Source: an optimization exercise on an open RTL-to-GDS flow (aim: small area). Production flows keep margins and buffers that such runs may drop. In this exercise RTL edits were held to simulation tests only and were not proved equivalent to the original.

==> inputs of trial 44 <==
## Top_Module
module Top_Module(clk,reset,op_WriteBack,imem_addr,imem_rdata,
                  dmem_addr,dmem_wdata,dmem_we,dmem_rdata,wb_we,wb_rd);
clock: 30.0 ns
lec_check: 0
cap_margin: 20
core_margin: 2
core_utilization: 60
cts_cluster_diameter: 60
cts_cluster_size: 20
slew_margin: 20
standard.sh (not shown) runs the stock make flow with config.mk's settings and CLKGATE_MAP_FILE= SYNTH_SCRIPT=/design/flow/synth_recipe.tcl, a recipe that flattens the netlist after the stock synthesis.
==> flow/flow/run.sh <==
#!/bin/bash
# Layout flow: the standard ORFS flow (standard.sh) with two changes.
#  - Synthesis is the standard synthesis script (synth_recipe.tcl), run
#    as is, except that Yosys's abc step maps the logic with an area-oriented
#    ABC script (flow/abc_area.script: &dch -f then &nf -a) instead of ORFS's
#    delay-oriented abc_speed.script. abc only maps combinational logic, so
#    the registers (names, count, cell types) are those of the standard
#    synthesis.
#  - The port buffers are the smallest buffer cell (sky130_fd_sc_hd__buf_1)
#    instead of the cell buffer_ports picks itself.
# The full make output, which holds every tool's output, goes to
# standard_flow.log in the folder this runs in; ORFS's per-step logs are
# under orfs/logs/.
set -euo pipefail
here=$(pwd)
{
  echo "# synth_recipe.tcl, with Yosys's abc given flow/abc_area.script"
  echo "proc abc {args} {"
  echo "  set i [lsearch -exact \$args -script]"
  echo "  if {\$i >= 0} { lset args [expr {\$i + 1}] {$here/flow/abc_area.script} }"
  echo "  yosys abc {*}\$args"
  echo "}"
  cat synth_recipe.tcl
} > area_synth.tcl
bash standard.sh \
  "SYNTH_SCRIPT=$here/area_synth.tcl" \
  "BUFFER_PORTS_ARGS=-buffer_cell sky130_fd_sc_hd__buf_1" \
  finish > standard_flow.log 2>&1
==> flow/flow/abc_area.script <==
&get -n
&st
&dch -f
&nf -a -R 1000
&put
topo
stime -c
buffer -c
upsize -c
dnsize -c
==> trial 70 (differences from trial 44) <==
--- a/flow/design.v
+++ b/flow/design.v
@@ -34,39 +34,29 @@
     reg        w_rw;
     wire [31:0] wdat = w_val & {32{~reset}};
     wire [31:0] rv [0:31];
     assign rv[0] = 32'd0;
     genvar gi;
     generate
         for (gi = 1; gi < 32; gi = gi + 1) begin : g_rf
             reg [31:0] r;
-            always @(posedge clk)
+            always @(negedge clk)
                 if (reset | (w_rw & (w_rd == gi)))
                     r <= wdat;
             assign rv[gi] = r;
         end
     endgenerate
     always @(negedge clk) ph_n <= ~reset & ~ph_n;
     always @(posedge clk) ph_p <= ph_n;
     wire first_half = ph_n ^ ph_p;
     wire [4:0] rs1 = if_ins[19:15];
     wire [4:0] rs2 = if_ins[24:20];
-    reg  [31:1] rterm [0:31];    
-    reg  [31:0] rsum;
-    integer j, b;
-    always @(*) begin
-        for (b = 0; b < 32; b = b + 1) begin
-            for (j = 1; j < 32; j = j + 1)
-                rterm[b][j] = rv[j][b] & (first_half ? (rs1 == j) : (rs2 == j));
-            rsum[b] = |rterm[b];
-        end
-    end
-    wire hit = w_rw & (first_half ? (w_rd == rs1) : (w_rd == rs2));
-    wire [31:0] rport = hit ? w_val : rsum;
+    wire [4:0] rsel = first_half ? rs1 : rs2;
+    wire [31:0] rport = (w_rw & (w_rd == rsel)) ? w_val : rv[rsel];
     always @(posedge clk) rs1_q <= rport;
     wire [31:0] rs2_v = rport;
     wire [6:0] op = if_ins[6:0];
     wire [2:0] f3 = if_ins[14:12];
     wire isR    = (op == 7'b0110011);
     wire isI    = (op == 7'b0010011);
     wire isL    = (op == 7'b0000011);
     wire isJAL  = (op == 7'b1101111);
@@ -88,41 +78,40 @@
     wire mW  = w_rw & (w_rd != 5'd0);
     wire fA_M = mM & (m_rd == rs1E);
     wire fA_W = mW & (w_rd == rs1E);
     wire mM2  = mM & (m_rd == rs2E);
     wire fB_M = mM2 & ~m_isig;
     wire fB_W = mW & ~mM2 & (w_rd == rs2E);
     wire [31:0] ba = fA_M ? m_d1 : rs1_q;
     wire [31:0] bb = (~fA_M & mM2) ? m_d2 : rs2_v;
-    wire b_eq  = (ba == bb);
-    wire b_ltu = (ba < bb);
-    wire b_lt  = (ba[31] ^ bb[31]) ? ba[31] : b_ltu;
+    wire [32:0] bdiff = {1'b0, ba} - {1'b0, bb};
+    wire b_eq  = (bdiff[31:0] == 32'd0);
+    wire b_ltu = bdiff[32];
+    wire b_lt  = (ba[31] ^ bb[31]) ? ba[31] : bdiff[31];
     reg  b_cond;
     always @(*) begin
         case (f3)
             3'd0: b_cond = b_eq;
             3'd1: b_cond = ~b_eq;
             3'd4: b_cond = b_lt;
             3'd5: b_cond = ~b_lt;
             3'd6: b_cond = b_ltu;
             3'd7: b_cond = ~b_ltu;
             default: b_cond = 1'b0;
         endcase
     end
     wire hz  = e_mr & ((e_ins[11:7] == rs1) | (e_ins[11:7] == rs2));
     wire sel = ~hz & ((isB & b_cond) | isJ);
     wire [31:0] target = if_pc + imm_t;
     assign imem_addr = sel ? target : pc;
-    wire [31:2] pc_inc;
-    inc30 u_inc(.a(imem_addr[31:2]), .s(pc_inc));
     always @(negedge clk) begin
         if (reset) pc <= 32'd0;
         else if (hz) pc <= if_pc;
-        else pc <= {pc_inc, imem_addr[1:0]};
+        else pc <= imem_addr + 32'd4;
         if_ins[31:1] <= imem_rdata[31:1];
         if_ins[0]    <= imem_rdata[0] & ~reset;
         if_pc        <= pc;
     end
     always @(negedge clk) begin
         e_rw  <= c_rw & ~hz & ~reset;
         e_mr  <= isL  & ~hz & ~reset;
         e_mw  <= isS  & ~hz & ~reset;
@@ -143,18 +132,17 @@
     assign immE[31:12] = e_immJ ? {{12{e_ins[31]}}, e_ins[19:12]} : {20{e_ins[31]}};
     assign immE[11]    = e_immJ ? e_ins[20] : e_ins[31];
     assign immE[10:5]  = e_ins[30:25];
     assign immE[4:1]   = e_immS ? e_ins[11:8] : e_ins[24:21];
     assign immE[0]     = e_immS ? e_ins[7] : (e_immJ ? 1'b0 : e_ins[20]);
     wire [31:0] A = fA_M ? m_alu : (fA_W ? w_val : e_d1);
     wire [31:0] B = fB_M ? m_alu : (fB_W ? w_val : (e_src ? immE : e_s2));
     wire sub = e_rri & (((ef3 == 3'd0) & e_subR) | (ef3 == 3'd2) | (ef3 == 3'd3));
-    wire [32:0] sum;
-    rca #(32) u_alu_add(.a(A), .b(B ^ {32{sub}}), .ci(sub), .s(sum[31:0]), .co(sum[32]));
+    wire [32:0] sum = {1'b0, A} + {1'b0, B ^ {32{sub}}} + {32'd0, sub};
     wire slt  = sum[31];
     wire sltu = ~sum[32];
     wire shl = (ef3 == 3'd1);
     reg  [31:0] A_rev, sh_rev;
     wire [31:0] sh_in = shl ? A_rev : A;
     wire [31:0] sh_out = sh_in >> B[4:0];
     integer k;
     always @(*) begin
@@ -214,37 +202,8 @@
         w_rw  <= m_rw & ~reset;
         w_rd  <= m_rd;
         w_val <= m_jmp ? m_pc : (m_ld ? ld : m_alu);
     end
     assign op_WriteBack = w_val;
     assign wb_we = w_rw;
     assign wb_rd = w_rd;
 endmodule
-module rca #(parameter W = 32) (a, b, ci, s, co);
-    input  [W-1:0] a, b;
-    input          ci;
-    output [W-1:0] s;
-    output         co;
-    wire [W:0] c;
-    assign c[0] = ci;
-    genvar i;
-    generate
-        for (i = 0; i < W; i = i + 1) begin : g
-            assign s[i]   = a[i] ^ b[i] ^ c[i];
-            assign c[i+1] = (a[i] & b[i]) | (c[i] & (a[i] ^ b[i]));
-        end
-    endgenerate
-    assign co = c[W];
-endmodule
-module inc30(a, s);
-    input  [29:0] a;
-    output [29:0] s;
-    wire [30:0] c;
-    assign c[0] = 1'b1;
-    genvar i;
-    generate
-        for (i = 0; i < 30; i = i + 1) begin : g
-            assign s[i]   = a[i] ^ c[i];
-            assign c[i+1] = a[i] & c[i];
-        end
-    endgenerate
-endmodule
==> flow/run.sh (new file) <==
#!/bin/bash
# synth_recipe.tcl (not shown) runs the flow's synth.tcl, then flattens the netlist and writes it again
# the make line also repeats each setting of config.mk as NAME=value (left out here)
make -C /OpenROAD-flow-scripts/flow DESIGN_CONFIG=/design/flow/config.mk WORK_HOME=/design/flow/orfs CLKGATE_MAP_FILE= SYNTH_SCRIPT=/design/flow/synth_recipe.tcl finish
==> flow/config.mk (replaced) <==
export PLATFORM = sky130hd
export DESIGN_NAME = Top_Module
export DESIGN_NICKNAME = Top_Module
export VERILOG_FILES = /design/flow/design.v
export SDC_FILE = /design/flow/constraint.sdc
export NUM_CORES = 4
export LEC_CHECK = 0
export CAP_MARGIN = 20
export CORE_MARGIN = 2
export CORE_UTILIZATION = 40
export SLEW_MARGIN = 20
removed: flow/flow/run.sh
removed: flow/flow/abc_area.script
removed: flow/standard.sh
==> build 69 (differences from trial 44) <==
--- a/flow/design.v
+++ b/flow/design.v
@@ -45,25 +45,22 @@
             assign rv[gi] = r;
         end
     endgenerate
     always @(negedge clk) ph_n <= ~reset & ~ph_n;
     always @(posedge clk) ph_p <= ph_n;
     wire first_half = ph_n ^ ph_p;
     wire [4:0] rs1 = if_ins[19:15];
     wire [4:0] rs2 = if_ins[24:20];
-    reg  [31:1] rterm [0:31];    
     reg  [31:0] rsum;
-    integer j, b;
-    always @(*) begin
-        for (b = 0; b < 32; b = b + 1) begin
-            for (j = 1; j < 32; j = j + 1)
-                rterm[b][j] = rv[j][b] & (first_half ? (rs1 == j) : (rs2 == j));
-            rsum[b] = |rterm[b];
-        end
+    integer j;
+    always @(*) begin
+        rsum = 32'd0;
+        for (j = 1; j < 32; j = j + 1)
+            rsum = rsum | (rv[j] & {32{first_half ? (rs1 == j) : (rs2 == j)}});
     end
     wire hit = w_rw & (first_half ? (w_rd == rs1) : (w_rd == rs2));
     wire [31:0] rport = hit ? w_val : rsum;
     always @(posedge clk) rs1_q <= rport;
     wire [31:0] rs2_v = rport;
     wire [6:0] op = if_ins[6:0];
     wire [2:0] f3 = if_ins[14:12];
     wire isR    = (op == 7'b0110011);
==> flow/flow/run.sh (replaced) <==
#!/bin/bash
# Layout flow: the standard ORFS flow (standard.sh, standard synthesis
# unchanged), except that the port buffers are the smallest buffer cell
# (sky130_fd_sc_hd__buf_1) instead of the cell buffer_ports picks itself.
# The full make output, which holds every tool's output, goes to
# standard_flow.log in the folder this runs in; ORFS's per-step logs are
# under orfs/logs/.
set -euo pipefail
bash standard.sh "BUFFER_PORTS_ARGS=-buffer_cell sky130_fd_sc_hd__buf_1" finish > standard_flow.log 2>&1
removed: flow/flow/abc_area.script
==> summary of the runs <==
- Trial 70 passed the timing, design-rule and antenna checks. Build 69 ran to the end with no violations. Trial 44 finished clean.
- Via count, lowest first: trial 44, build 69, trial 70.
- Die area, highest first: trial 70, build 69, trial 44.
- Flip-flop and latch count is the same in build 69 and trial 44.
- Register-to-register slack, lowest first: build 69, trial 44, trial 70.
